Source: an optimization exercise on an open RTL-to-GDS flow (aim: small area). Production flows keep margins and buffers that such runs may drop. Function was checked by simulation only, so behaviour that the tests miss may differ from the original. No activity file was given, so power comes from the tool's default toggle rates.

==> flow/run.sh <==
#!/bin/bash
# synth_recipe.tcl (not shown) runs the flow's synth.tcl, then flattens the netlist and writes it again
# the make line also repeats each setting of config.mk as NAME=value (left out here)
make -C /OpenROAD-flow-scripts/flow DESIGN_CONFIG=/design/flow/config.mk WORK_HOME=/design/flow/orfs CLKGATE_MAP_FILE= SYNTH_SCRIPT=/design/flow/synth_recipe.tcl finish
==> flow/config.mk <==
export PLATFORM = sky130hd
export DESIGN_NAME = camcore
export DESIGN_NICKNAME = camcore
export VERILOG_FILES = /design/flow/design.v
export SDC_FILE = /design/flow/constraint.sdc
export NUM_CORES = 8
export LEC_CHECK = 0
export CAP_MARGIN = 20
export CORE_MARGIN = 2
export CORE_UTILIZATION = 40
export SLEW_MARGIN = 20
==> flow/constraint.sdc <==
create_clock -name core_clock -period 10.0 [get_ports {clk}]
set_input_delay 2.0000 -clock core_clock [delete_from_list [all_inputs] [get_ports {clk}]]
set_output_delay 2.0000 -clock core_clock [all_outputs]
set_load 0.01 [all_outputs]
==> flow/design.v <==
module dff ( d,  clk, q);
	parameter WIDTH = 1;
	input clk;
	input [WIDTH-1:0] d;
	output [WIDTH-1:0] q;
	reg [WIDTH-1:0] q;
	always @ (posedge clk) 
		q <= d;
endmodule
module dffr ( d, r, clk, q);
	parameter WIDTH = 1;
	input r;
	input clk;
	input [WIDTH-1:0] d;
	output [WIDTH-1:0] q;
	reg [WIDTH-1:0] q;
	always @ (posedge clk) 
	if ( r ) 
		q <= {WIDTH{1'b0}};
	else
		q <= d;
endmodule
module dffre ( d, en, r, clk, q);
	parameter WIDTH = 1;
	input en;
	input r;
	input clk;
	input [WIDTH-1:0] d;
	output [WIDTH-1:0] q;
	reg [WIDTH-1:0] q;
	always @ (posedge clk)
	if ( r )
		q <= {WIDTH{1'b0}};
	else if (en)
		q <= d;
	else
		q <= q;
endmodule
module dffrei ( d, en, r, clk, q, initval);
	parameter WIDTH = 1;
	input en;
	input r;
	input clk;
	input [WIDTH-1:0] d;
	input [WIDTH-1:0] initval;
	output [WIDTH-1:0] q;
	reg [WIDTH-1:0] q;
	always @ (posedge clk)
	if ( r )
		q <= initval;
	else if (en)
		q <= d;
	else
		q <= q;
endmodule
module dffar ( d, r, clk, q);
	parameter WIDTH = 1;
	input r;
	input clk;
	input [WIDTH-1:0] d;
	output [WIDTH-1:0] q;
	reg [WIDTH-1:0] q;
	always @ (posedge clk or posedge r) 
		if ( r ) 
			q <= {WIDTH{1'b0}};
		else
			q <= d;
endmodule
module counter( clk,  rst, en, count);
	parameter n=3;
 	input clk, rst, en;
 	output [n-1:0] count;
	wire [n-1:0] next_count, count;
	dffre #(n) count_reg(.clk(clk), .r(rst), .en(en), .d(next_count), .q(count));
	assign next_count = rst ? {n{1'b0}} : count + 1;
endmodule
module edge_detect(clk, in, out);
	input clk;
	input in;
	output out;
	wire in_reg;
	dff dff1(.clk(clk),.d(in), .q(in_reg));
	assign out = in & (~in_reg);
endmodule
module synchronizer(clk1, clk2, rst, in, out);
parameter w=1;
	input clk1;
	input clk2;
	input rst;
	input [w-1:0] in;
	output [w-1:0] out;
	wire  [w-1:0] q1;
	dffr #(w) flopOne   (in, rst, clk1, q1);
	dffr #(w) flopTwo   (q1, rst, clk2, out);
endmodule
`timescale 1ns/10ps
module video_timer(
		    clk,                
		    ticks_per_line,     
		    lines_per_frame,    
		    hs_pix_start,       
		    hs_pix_stop,        
		    vs_pix_start,       
		    vs_pix_stop,        
		    vs_line_start,       
		    vs_line_stop,        
		    starting_line,      
		    active_high_syncs,  
		    vsync,          
		    hsync,          
		    pix_counter,    
		    line_counter,   
 		    reset_timer,        
		    reset_b             
		   );
   input 	  clk;
   input [11:0]	  ticks_per_line;
   input [9:0]	  lines_per_frame;
   input [11:0]	  hs_pix_start;
   input [11:0]	  hs_pix_stop;
   input [11:0]	  vs_pix_start;
   input [11:0]	  vs_pix_stop;
   input [9:0]	  vs_line_start;
   input [9:0]	  vs_line_stop;
   input [9:0]	  starting_line;
   input 	  active_high_syncs;
   output 	  vsync;
   output 	  hsync;
   output [11:0]  pix_counter;
   output [9:0]	  line_counter;
   input 	  reset_timer;
   input 	  reset_b;
   wire 	  clk;
   wire [11:0]	  ticks_per_line;
   wire [9:0]	  lines_per_frame;
   wire [11:0]	  hs_pix_start;
   wire [11:0]	  hs_pix_stop;
   wire [11:0]	  vs_pix_start;
   wire [11:0]	  vs_pix_stop;
   wire [9:0]	  vs_line_start;
   wire [9:0]	  vs_line_stop;
   wire [9:0] 	  starting_line;
   wire 	  active_high_syncs;
   reg 		  vsync;
   reg 		  hsync;
   reg [11:0] 	  pix_counter;
   reg [9:0]	  line_counter;
   wire 	  reset_timer;
   wire 	  reset_b;
   reg hs_state;
   reg vs_state;
   reg next_hs_state;
   reg next_vs_state;
   reg [11:0] next_pix_counter;   
   reg [9:0]  next_line_counter;  
   reg next_hsync;
   reg next_vsync;
   wire      hs_start;
   wire      hs_stop;
   wire      vs_start;
   wire      vs_stop;
   wire      at_vs_line_start;
   wire      at_vs_line_stop;
   assign    hs_start = (pix_counter[11:0] == hs_pix_start);
   assign    hs_stop  = (pix_counter[11:0] == hs_pix_stop);
   assign    vs_start = (pix_counter[11:0] == vs_pix_start);
   assign    vs_stop  = (pix_counter[11:0] == vs_pix_stop);
   assign    at_vs_line_start  = (line_counter[9:0] == vs_line_start);
   assign    at_vs_line_stop  = (line_counter[9:0] == vs_line_stop);
   always @(posedge clk) begin
      if(!reset_b) begin  
	 pix_counter <=  12'b0;
	 line_counter <=  10'd0;	   
	 hsync <=  1'b0;
	 vsync <=  1'b0;
	 hs_state <=  1'b0;
	 vs_state <=  1'b0;
      end
      else begin   
	 pix_counter <=  next_pix_counter;
	 line_counter <=  next_line_counter;
	 hs_state <=  next_hs_state;
	 vs_state <=  next_vs_state;
	 hsync <=  next_hsync;
	 vsync <=  next_vsync;
      end  
   end  
   always @(pix_counter or line_counter or reset_timer or starting_line or
	    ticks_per_line or lines_per_frame)
     begin
	if(reset_timer) begin
	   next_pix_counter = 12'b0;
	   next_line_counter = starting_line;
	end
	else begin
	   if(pix_counter[11:0]==ticks_per_line) begin
	      next_pix_counter = 12'b0;
	      if(line_counter[9:0]==lines_per_frame) 
		next_line_counter = 10'b0;
	      else 
		next_line_counter = line_counter+1'b1;
	   end
	   else begin
	      next_pix_counter = pix_counter+1'b1;
	      next_line_counter = line_counter;
	   end
	end
     end
   always @(hs_start or hs_stop or hs_state or reset_timer or
	    active_high_syncs) begin
      if(reset_timer) begin
	next_hs_state = 1'b0;
	next_hsync = ~active_high_syncs;
      end
      else begin
	 case(hs_state)	
	   1'b0:
	     begin
		if (hs_start) next_hs_state = 1'b1;
		else          next_hs_state = 1'b0;
		next_hsync = ~active_high_syncs;
	     end
	   1'b1:
	     begin
		if(hs_stop) next_hs_state = 1'b0;
		else next_hs_state = 1'b1;
		next_hsync = active_high_syncs;
	     end
		default:
	     begin
		if (hs_start) next_hs_state = 1'b1;
		else          next_hs_state = 1'b0;
		next_hsync = ~active_high_syncs;
	     end
	 endcase  
      end
   end 
   always @(vs_start or vs_stop or vs_state or reset_timer 
	    or active_high_syncs or at_vs_line_start or 
	    at_vs_line_stop) 
     begin
	if(reset_timer) begin
	   next_vs_state = 1'b0;
	   next_vsync = ~active_high_syncs;
	end
	else begin
	   case(vs_state)	
	     1'b0:
	       begin
		  next_vsync = ~active_high_syncs;
		  if(vs_start && at_vs_line_start)
		     next_vs_state = 1'b1;
		  else 
		     next_vs_state = 1'b0;
	       end
	     1'b1:
	       begin
		  next_vsync = active_high_syncs;
		  if(vs_stop && at_vs_line_stop) next_vs_state = 1'b0;
		  else next_vs_state = 1'b1;
	       end
		 default:
	         begin
    		    next_vsync = ~active_high_syncs;
		    if(vs_start && at_vs_line_start)
		      next_vs_state = 1'b1;
		    else 
		    next_vs_state = 1'b0;
	     end
	 endcase  
	end 
     end  
endmodule  
`timescale 1 ns / 10 ps 
module fakeov8610(
		     xclk,               
		     pclk,               
		     href,               
		     ov_vs,
		     ov_hs,
		     y,                  
		     reset_b,              
		     serialIn, serial_write_en,
		     cameraStatusBits,
		     controlDataRequest,
		     go,   
		     stop
	      );
   output go,stop;				   			  
   input xclk;
   output pclk;
   output href;
   output ov_hs;
   output ov_vs;
   output [7:0] y;
   input 	reset_b;
   input [7:0] serialIn; 
   input serial_write_en;  
 	output [7:0]  	cameraStatusBits;
	input [7:0]   controlDataRequest;
   wire   xclk;
   wire   pclk;
   wire   vsync;
   wire   href;
   wire [7:0] y;
   wire       reset_b;
   wire       ov_hs;
   wire       ov_vs;
   wire [11:0] ov_pix_cntr;
   wire [9:0]  ov_line_cntr;
   assign      pclk = xclk;
   video_timer ovtimer(.clk(xclk),
		       .ticks_per_line(12'd2055),
		       .lines_per_frame(10'd649),
		       .hs_pix_start(12'd40),
		       .hs_pix_stop(12'd168),
		       .vs_pix_start(12'd1),
		       .vs_pix_stop(12'd2),
		       .vs_line_start(10'd640),
		       .vs_line_stop(10'd643),
		       .starting_line(10'd0),
		       .active_high_syncs(1'd1),
		       .vsync(ov_vs),
		       .hsync(ov_hs),
		       .pix_counter(ov_pix_cntr),
		       .line_counter(ov_line_cntr),
			  .reset_timer(~reset_b),
		       .reset_b(reset_b)
		       );
   reg 	       href_reg;
   reg 	       next_href_reg;
   reg [1:0] href_state;
   reg [1:0] next_href_state;
   wire        href_start;
   wire        href_stop;
   wire        href_front_porch;
   wire        href_back_porch;
	wire [10:0] ov_href_start; 
	wire [10:0] ov_href_stop;
	wire [9:0]  ov_front_porch;
	wire [9:0]  ov_back_porch; 
	wire start_signal, stop_signal;	
   assign      href_start = (ov_pix_cntr[10:0] == ov_href_start);
   assign      href_stop  = (ov_pix_cntr[10:0] == ov_href_stop);
   assign      href_front_porch = (ov_line_cntr[9:0] == ov_front_porch);
   assign      href_back_porch =  (ov_line_cntr[9:0] == ov_back_porch);
   always @(href_start or href_stop or href_state or
            href_front_porch or href_back_porch or vsync) begin
      if (vsync && 0) begin    
         next_href_state = 2'b00;
         next_href_reg = 1'b0;
      end
      else 
      begin
         case(href_state)
           2'b00:
             begin
                if (href_front_porch)
                  next_href_state = 2'b01;
                else
                  next_href_state = 2'b00;
                next_href_reg = 1'b0;
             end
           2'b01:
             begin
                if(href_back_porch) begin
                   next_href_state = 2'b00;
                end
                else begin
                   if(href_start) next_href_state = 2'b10;
                   else next_href_state = 2'b01;
                end
                next_href_reg = 1'b0;
             end
           2'b10:
             begin
                if(href_stop)
                  next_href_state = 2'b01;
                else
                  next_href_state = 2'b10;
                next_href_reg = 1'b1;
             end
           default:
             begin
                next_href_state = 2'b00;
                next_href_reg = 1'b0;
             end
         endcase  
      end  
   end
   always @(posedge xclk) begin
      if(!reset_b) begin
      	 href_state <= 2'b00;
	 href_reg <= 1'b0;
      end
      else begin
	 href_state <= next_href_state;
	 href_reg <= next_href_reg;
      end
   end
   assign href = href_reg;
   assign	y[7:0] = ov_pix_cntr[7:0];
	wire [7:0] from_ethernet;	
	assign from_ethernet[7:0] = serialIn[7:0];
	wire [7:0] enCtr;
				   wire resetFF;
				   assign resetFF = ~reset_b;
	dffrei #(3) ffxstart1(from_ethernet[2:0],(serial_write_en&enCtr==8'd1), resetFF, xclk, ov_href_start[10:8],3'b010);   
	dffrei #(8) ffxstart2(from_ethernet, (serial_write_en&enCtr==8'd2), resetFF, xclk, ov_href_start[7:0],8'd0);     
	dffrei #(3) ffxend1(from_ethernet[2:0],(serial_write_en&enCtr==8'd3), resetFF, xclk, ov_href_stop[10:8],3'b011);   
	dffrei #(8) ffxend2(from_ethernet, (serial_write_en&enCtr==8'd4), resetFF, xclk, ov_href_stop[7:0],8'd0);    
	dffrei #(2) ffystart1(from_ethernet[1:0],(serial_write_en&enCtr==8'd5), resetFF, xclk, ov_front_porch[9:8], 2'd0);  
	dffrei #(8) ffystart2(from_ethernet, (serial_write_en&enCtr==8'd6), resetFF, xclk, ov_front_porch[7:0],8'd128);   
	dffrei #(2) ffyend1(from_ethernet[1:0],(serial_write_en&enCtr==8'd7), resetFF, xclk, ov_back_porch[9:8],2'b00);   
	dffrei #(8) ffyend2(from_ethernet, (serial_write_en&enCtr==8'd8), resetFF, xclk, ov_back_porch[7:0],8'd228);  
	dffrei #(1) ffstart(|from_ethernet, (serial_write_en&enCtr==8'd9), resetFF, xclk, start_signal,1'b1);
	dffrei #(1) ffstop(|from_ethernet,  (serial_write_en&enCtr==8'd10), resetFF, xclk, stop_signal,1'b0);
	dffre #(8) serialCount(enCtr+8'd1, serial_write_en, resetFF|~serial_write_en, xclk, enCtr);
	assign cameraStatusBits = ( 	       
				  (controlDataRequest==8'd0 ? { 5'd0, ov_href_start[10:8]} : 
				  (controlDataRequest==8'd1 ? ov_href_start[7:0] :
				  (controlDataRequest==8'd2 ? {5'd0, ov_href_stop[10:8]} : 				  
				  (controlDataRequest==8'd3 ? ov_href_stop[7:0] :
				  (controlDataRequest==8'd4 ? {6'd0, ov_front_porch[9:8]} : 
				  (controlDataRequest==8'd5 ? ov_front_porch[7:0] : 
  				  (controlDataRequest==8'd6 ? {6'd0, ov_back_porch[9:8]} : 
				  (controlDataRequest==8'd7 ? ov_back_porch[7:0] : 
				  	8'hEE
				  )))))))));  
	dffr #(1) ffgodff(.d(start_signal),.r(resetFF),.clk(xclk),.q(go));
	dffr #(1) ffstopdff(.d(stop_signal),.r(resetFF),.clk(xclk),.q(stop));
endmodule  
module packetizer(clk, rst,cameraData,camera_href,	cameraVSync, outFifo,	
		   FIFOdata_valid,	cameraStatusBits, controlDataRequest, go, stop);  
	input clk;
	input rst;	
	input [7:0] cameraData;
	input camera_href;
	input cameraVSync;
	input go, stop;
	output [8:0] outFifo;  
	output FIFOdata_valid;
     input [7:0] cameraStatusBits;  
     output [7:0] controlDataRequest;
	wire stop_pulse;
	wire [2:0] state;	
	wire [2:0] nextStateWire;
	reg [2:0] nextState;		   
	assign nextStateWire = rst? 3'b000: stop_pulse? 3'b100:nextState;
	dffr #(3) ffone(nextStateWire, rst, clk, state);
	wire [4:0] addressCount;
	wire [7:0] controlCount;  
	wire [1:0] dummyCount;
	wire dummyCounten;
	assign dummyCounten = (state==3'b100) | (state==3'b110) | (state==3'b101);
	counter #(5) addresscounter(.clk(clk),.rst(rst | (addressCount==5'd25+1)),.en(state==3'b000),.count(addressCount));
	counter #(8) controlcounter(.clk(clk),.rst(rst | (controlCount==8'd201+1)),.en(state==3'b011),.count(controlCount));
	counter #(2) dummycounter(.clk(clk),.rst(rst | (dummyCount==2'd1+1)),.en(dummyCounten),.count(dummyCount));
	wire vpulse;
	edge_detect vsyncpulse(.clk(clk),.in(cameraVSync),.out(vpulse));
	wire [3:0] vpcount;	
	counter #(4) vpcounter(clk,  rst|vpulse, (vpcount!=4'b1111), vpcount);		
	edge_detect stoppulse(.clk(clk),.in(stop),.out(stop_pulse));
         always @(*) 
         begin
         		case(state)		
			3'b001 : nextState = (vpulse & go)? 3'b111 : (camera_href & go)? 3'b101: 3'b001;
			3'b000 : nextState = (addressCount==(5'd25))? 3'b001 : 3'b000;
			3'b101: nextState = (dummyCount==(2'd1))? 3'b010: 3'b101;
			3'b110: nextState = (dummyCount==(2'd1))? 3'b011: 3'b110;
			3'b010 : nextState = camera_href ? 3'b010: 3'b100;
			3'b011:	nextState = (controlCount==(8'd201)) ? 3'b100 : 3'b011;
			3'b100: 	nextState = (dummyCount==(2'd1)) ? 3'b000 : 3'b100;
			3'b111: nextState = (cameraVSync ? 3'b111 : 3'b110); 
			default:	nextState=3'b000;
	   	endcase	 
	 end
	assign controlDataRequest[7:0] = {3'b000, controlCount[5:1]};  
	wire [7:0] addressMuxOut;
	assign outFifo = (state == 3'b001 ? 9'b0 :
			 (state == 3'b000 ? {1'b1, addressMuxOut } :
			 (state == 3'b101 ? {1'b1, 8'hFF}:
			 (state == 3'b110 ? {1'b1, 8'h00}:					
			 (state == 3'b010 ?  {1'b1, cameraData} :  	 
			 (state == 3'b011 ?{1'b1, cameraStatusBits}: 
			 (state == 3'b100 ?  {1'b0, 8'h00}: 9'd0)))))));	
	wire [1:0]flip;
	assign FIFOdata_valid = ~flip[1] & (state!=3'b001) & (state!=3'b111) & !rst & (state!=3'b000 | addressCount[4:1]!=4'b0000);
	reg camclk20reg;
  	assign camclk20=rst? 1'b0: camclk20reg; 
  	always @(posedge clk)
  		begin
     		camclk20reg <= ~camclk20;
  		end
	assign flip={2{camclk20reg}};
	assign addressMuxOut = 
			(addressCount[4:1]==4'b0000 ? 8'h0D :
			(addressCount[4:1]==4'b0001 ? 8'h0A :
			(addressCount[4:1]==4'b0010 ? 8'h01 :
			(addressCount[4:1]==4'b0011 ? 8'h02 :
			(addressCount[4:1]==4'b0100 ? 8'h03 :
			(addressCount[4:1]==4'b0101 ? 8'h04 :
			(addressCount[4:1]==4'b0110 ? 8'h05 :
			(addressCount[4:1]==4'b0111 ? 8'h0A :
			(addressCount[4:1]==4'b1000 ? 8'h01 :
			(addressCount[4:1]==4'b1001 ? 8'h02 :
			(addressCount[4:1]==4'b1010 ? 8'h03 :
			(addressCount[4:1]==4'b1011 ? 8'h04 :
			(addressCount[4:1]==4'b1100 ? 8'hCC :
			(addressCount[4:1]==4'b1101 ? 8'hCC : 8'hAF
			))))))))))))));
endmodule
module smallfifo (
	din,
	wr_en,
	wr_clk,
	rd_en,
	rd_clk,
	ainit,
	dout,
	full,
	empty);
input [7 : 0] din;
input wr_en;
input wr_clk;
input rd_en;
input rd_clk;
input ainit;
output [7 : 0] dout;
output full;
output empty;
	reg [7:0] mem [0:255];
	reg [7:0] wptr;
	reg [7:0] rptr;
	reg [7:0] dout;
	wire [7:0] wptr_next = wptr + 8'd1;
	assign empty = (wptr == rptr);
	assign full  = (wptr_next == rptr);
	always @(posedge wr_clk) begin
		if (wr_en & ~full & ~ainit) begin
			mem[wptr] <= din;
			wptr <= wptr_next;
		end
	end
	always @(posedge rd_clk) begin
		if (ainit)
			rptr <= wptr;
		else if (rd_en & ~empty) begin
			dout <= mem[rptr];
			rptr <= rptr + 8'd1;
		end
	end
endmodule
module pcpacket(rxclk, camclk, rxreset, camreset, rx_data, rx_valid, pccamvalid, pccamdata, fifoOver);
   input rxclk, camclk, rx_valid, rxreset, camreset;
   input [7:0] rx_data;
   output pccamvalid;
   output [7:0] pccamdata;
   output fifoOver;
   wire valid_pulse;
   wire validin;
   wire fifowriteen;
   assign validin=rx_valid; 
   wire fifoOverflow;
   assign fifoOver=fifoOverflow;
   wire fifoEmpty;   
   wire countserialen;
   wire [5:0] cpackcount12;
     wire[4:0] serialCount;
   counter #(6) count(.clk(rxclk),.rst(valid_pulse|rxreset),.en(validin & cpackcount12!=6'd63),.count(cpackcount12));
   synchronizer syncpackcount(.clk1(rxclk),.clk2(camclk),.rst(rxreset),.in((cpackcount12>6'd30)),.out(countserialen));
   counter #(5) countSerial(.clk(camclk), .rst(camreset|serialCount==12), .en(~fifoEmpty & countserialen), .count(serialCount));
   assign fifowriteen = (cpackcount12>6'd13) & (cpackcount12<6'd25) & validin;  
   assign pccamvalid = (serialCount>5'd0 && ~fifoEmpty);
   wire intemp;
   dffr detectvalidedge(.clk(rxclk), .r(rxreset), .d(validin), .q(intemp));
   assign valid_pulse = validin & (~intemp);
	smallfifo fifoshift(
		.din(rx_data),
		.wr_en(fifowriteen),
		.wr_clk(rxclk),
		.rd_en(pccamvalid),
		.rd_clk(camclk),
		.ainit(rxreset | cpackcount12==6'd5),
		.dout(pccamdata),
		.full(fifoOverflow),
		.empty(fifoEmpty)
	);
endmodule
module camcore(
	clk,
	reset,
	rx_data,
	rx_valid,
	fifo_din,
	fifo_wr,
	go,
	stop,
	fifo_over
);
	input        clk;
	input        reset;      
	input  [7:0] rx_data;    
	input        rx_valid;   
	output [8:0] fifo_din;   
	output       fifo_wr;    
	output       go;
	output       stop;
	output       fifo_over;  
	wire        href, vsync;
	wire [7:0]  pixel;
	wire        pccamvalid;
	wire [7:0]  pccamdata;
	wire [7:0]  cameraStatusBits;
	wire [7:0]  controlDataRequest;
	wire        cam_data_valid_to_fifo;
	wire        pclk_unused;
	wire        hs_unused;
	fakeov8610 fakecamera(
		.xclk(clk),
		.pclk(pclk_unused),
		.href(href),
		.ov_vs(vsync),
		.ov_hs(hs_unused),
		.y(pixel),
		.reset_b(!reset),
		.serial_write_en(pccamvalid),
		.serialIn(pccamdata),
		.cameraStatusBits(cameraStatusBits),
		.controlDataRequest(controlDataRequest),
		.go(go),
		.stop(stop)
	);
	pcpacket incoming(
		.rxclk(clk),
		.camreset(reset),
		.rxreset(reset),
		.camclk(clk),
		.rx_data(rx_data),
		.rx_valid(rx_valid),
		.pccamvalid(pccamvalid),
		.pccamdata(pccamdata),
		.fifoOver(fifo_over)
	);
	packetizer makepackets(
		.clk(clk),
		.cameraData(pixel),
		.camera_href(href),
		.cameraVSync(vsync),
		.rst(reset),
		.outFifo(fifo_din),
		.FIFOdata_valid(cam_data_valid_to_fifo),
		.cameraStatusBits(cameraStatusBits),
		.controlDataRequest(controlDataRequest),
		.go(go),
		.stop(stop)
	);
	assign fifo_wr = cam_data_valid_to_fifo & go;
endmodule
==> reports/metrics.yaml <==
cts_tree: "done"
synth_area_per_cell_um2: 18.14
grt_pass1_wl_mm: 341.3
slew_headroom_pct: 20.51
synth-seq-area-share_pct: 73.32
path_clk_slew_ps: 70
gp_congestion: 0.8872
synth.area.top_cells: "edfxtp_1, mux4_2, mux2i_1, dfxtp_1, nor2_1"
fmax_ghz: 0.1661
fill_cells: 18520
synth_cell_type_count: 78
die_y_um: 473.1
area_growth_pct: 11.13
io_buffer_count: 23
ctsResizeCount: 0
routed_wl_mm: 238.2
drive_gt1_share_pct: 16.48
ir_drop_v: 0.0001528
htreeDepth: 4
cp-end-kind: "output port"
yosys.area.top_type: "edfxtp_1"
synth_nets: 4892
fp.dieArea_um2: 223800
drv_cap: 0
synth_area_um2: 88030
wire_per_inst_um: 30.10
hold_path_class: "register to register"
antenna_found_initial: 9
critPathKind: "register to output port"
powerDensity_nw_per_um2: 195.7
p_leak_nw: 30.56
final_util_pct: 44.61
period_needed_ps: 6020
reg_top3: "incoming.fifoshift.mem x2048, fakecamera.ovtimer.pix_counter x12, fakecamera.ovtimer.line_counter x10"
drtIter0Drc: 6024
tightest_slew_ps: 1192
regMostFlops: "incoming.fifoshift.mem"
cts_setup_buffers: 0
overflow: 0
syn-instance-count: 4852
ant_nets: 0
worst_path_max_delay_cell: "edfxtp_1"
cts_root_buf: "clkbuf_16"
die_w_um: 473.1
drc_errors: 0
row_count: 172
status: "complete, no violations"
avgViaCountPerCell: 5.890
insertion_delay_ps: 850
grt_max_degree: 169
vias: 46630
yosysWarningCount: 19
final_nets: 4903
postCtsHoldBufs: 0
cpPeakStageDelay_ps: 790
cts_inserted_buffers: 211
max-clock-path-buffers: 3
boundaryPins: 24
cp_max_fo: 19
fin_crit_sh_pct: 60.20
synthFlopType: "edfxtp_1"
slew_violations: 0
grt_setup_unrepaired: "no"
cp.arrival_ps: 4020
grt.total_usage_pct: 21.14
dr.pass1.iters: 6
multiInputGateArea_um2: 21520
final-seq-area_um2: 64540
ys_ff_latch: 2188
setup_violations: 0
synth_edf_count: 2072
hpwl_mm: 139.2
ys_async_sr_fraction_pct: 0
clock_sinks: 2188
start_util_pct: 40.14
hold_viol_final: 0
synth_top_area_share_pct: 70.68
grt_pass1_vias: 45550
critPathRequiredTime_ps: 8000
largest_register_ffs: 2048
coreArea_um2: 219300
skew_ps: 28.40
path_cells: "nand3_1, nor3_1, xnor3_1, nor4b_4, clkdlybuf4s50_1"
setup-tns-final_ps: 0
startpoint_type: "register"
[cell families after synthesis]
logic type               share of synthesized area [%]
AO/OA/AOI/OAI                                    3.927
adder cells (fa/ha/maj)                         0.4122
buffers and inverters                            2.310
multiplexers                                     13.71
AND/OR/NAND/NOR                                  5.202
XOR/XNOR                                         1.121
flip-flops                                       73.32
[metal layers]
metal / global-route usage, % / wire [um] / vias up
met5: 0 / 41 / -
met4: 6.256 / 7079 / 6
met3: 4.372 / 22330 / 367
met2: 32.48 / 109500 / 2397
met1: 30.44 / 99330 / 24280
li1: - / - / 19570
[worst max-delay path: cells and delay by family (launching register included)]
family | cells | cell delay, ps
xor gates and xnor gates | 1 | 310
buffers and inverters | 1 | 660
DFF | 1 | 790
and+or+nand+nor | 3 | 1390
[report_power, final]
group	total, W	switching [W]	internal (W)
combinational	0.000983	0.000655	0.000327
sequential	0.0100	0.00000933	0.0100
clock	0.00813	0.00346	0.00467
total	0.0191	0.00412	0.0150
[cell usage after synthesis, types with 48 or more instances]
master,instances
edfxtp_1,2072
clkbuf_1,139
xor2_1,64
o21ai_0,62
buf_2,48
dfxtp_1,116
mux4_2,387
buf_6,54
nand2_1,213
mux2i_1,299
o221ai_1,115
nand3_1,97
a21oi_1,142
nor2_1,410
nor3_1,75
o22ai_1,61
[area by class of cell]
type	instances	share of cell area (%)
Tap cell	2871	3.672
Antenna cell	1	0.002558
Inverter	32	0.1305
Sequential cell	2188	65.98
Clock inverter	140	1.545
Clock buffer	254	5.628
Multi-Input combinational cell	2326	22.00
Timing Repair Buffer	104	1.046
[metrics by stage]
step / setup WS [ps] / hold slack (ps) / power [W] / instances / area [um^2]
floorplan: 5024 / 343.7 / 0.01080 / 4852 / 88030
global placement: 3967 / 384.5 / 0.01120 / 7520 / 90780
detailed placement: 3857 / 372.3 / 0.01121 / 7521 / 90800
CTS: 3957 / 381.1 / 0.01925 / 7915 / 97820
global route: 3812 / 394.7 / 0.01964 / 7916 / 97830
finish: 3980 / 376.3 / 0.01915 / 7916 / 97830
[worst paths after layout]
kind	depth (start not counted)	end	start	slack (ps)
setup / recovery	5	fifo_over	incoming.fifoshift.wptr[2]	3980
hold reg to reg	0	makepackets.stoppulse.dff1.q	fakecamera.ffstopdff.q	380
setup reg to reg	9	incoming.fifoshift.dout[2]	incoming.fifoshift.rptr[1]	4870
hold / removal	0	makepackets.stoppulse.dff1.q	fakecamera.ffstopdff.q	380
[placed cells by master, fill, tap and decap left out, types with 15 or more instances in the layout]
cell type,count
o21ai_0,62
xor2_1,64
a22oi_1,23
clkinv_2,41
o22ai_1,61
buf_4,68
mux2i_1,299
clkbuf_16,214
nor2_1,408
nor2b_1,18
clkinv_1,38
mux4_2,387
a21oi_1,142
nand3_1,97
bufinv_16,29
a211oi_1,26
dfxtp_1,116
o221ai_1,115
edfxtp_1,2072
nor3_1,74
ha_1,29
clkinvlp_4,15
nand2_1,212
nand4_1,26
nor4_1,28
clkbuf_1,40
xnor2_1,41
inv_1,30
and3_1,21

afterwards: timing with drivers on the ports:
In the flow no input, the clock included, has a driving cell. The finished layout below was timed again as built, in two steps.
Step 1, drivers: a clkbuf_16 drives clk and a buf_2 each remaining input, both assumed.
Step 2 moves the port delays by t, midway between the first and last clock arrival at a register: inputs arrive t later, outputs are due t later. That takes back most of the time a late clock gives input paths.
a / b / c = ideal / step 1 / step 2; a / b = the first two.
t, ns: 0.928
setup WS [ns]: 3.980 / 3.894 / 3.807
worst setup path at the end: input to register
clock arrival spread, ns: 0.035 / 0.034
worst data-port slew with drivers (ns): 0.09
After both steps setup and hold are still met in this run. The setup slack of this run moves by -0.086 ns with the drivers and by -0.173 ns with both steps.
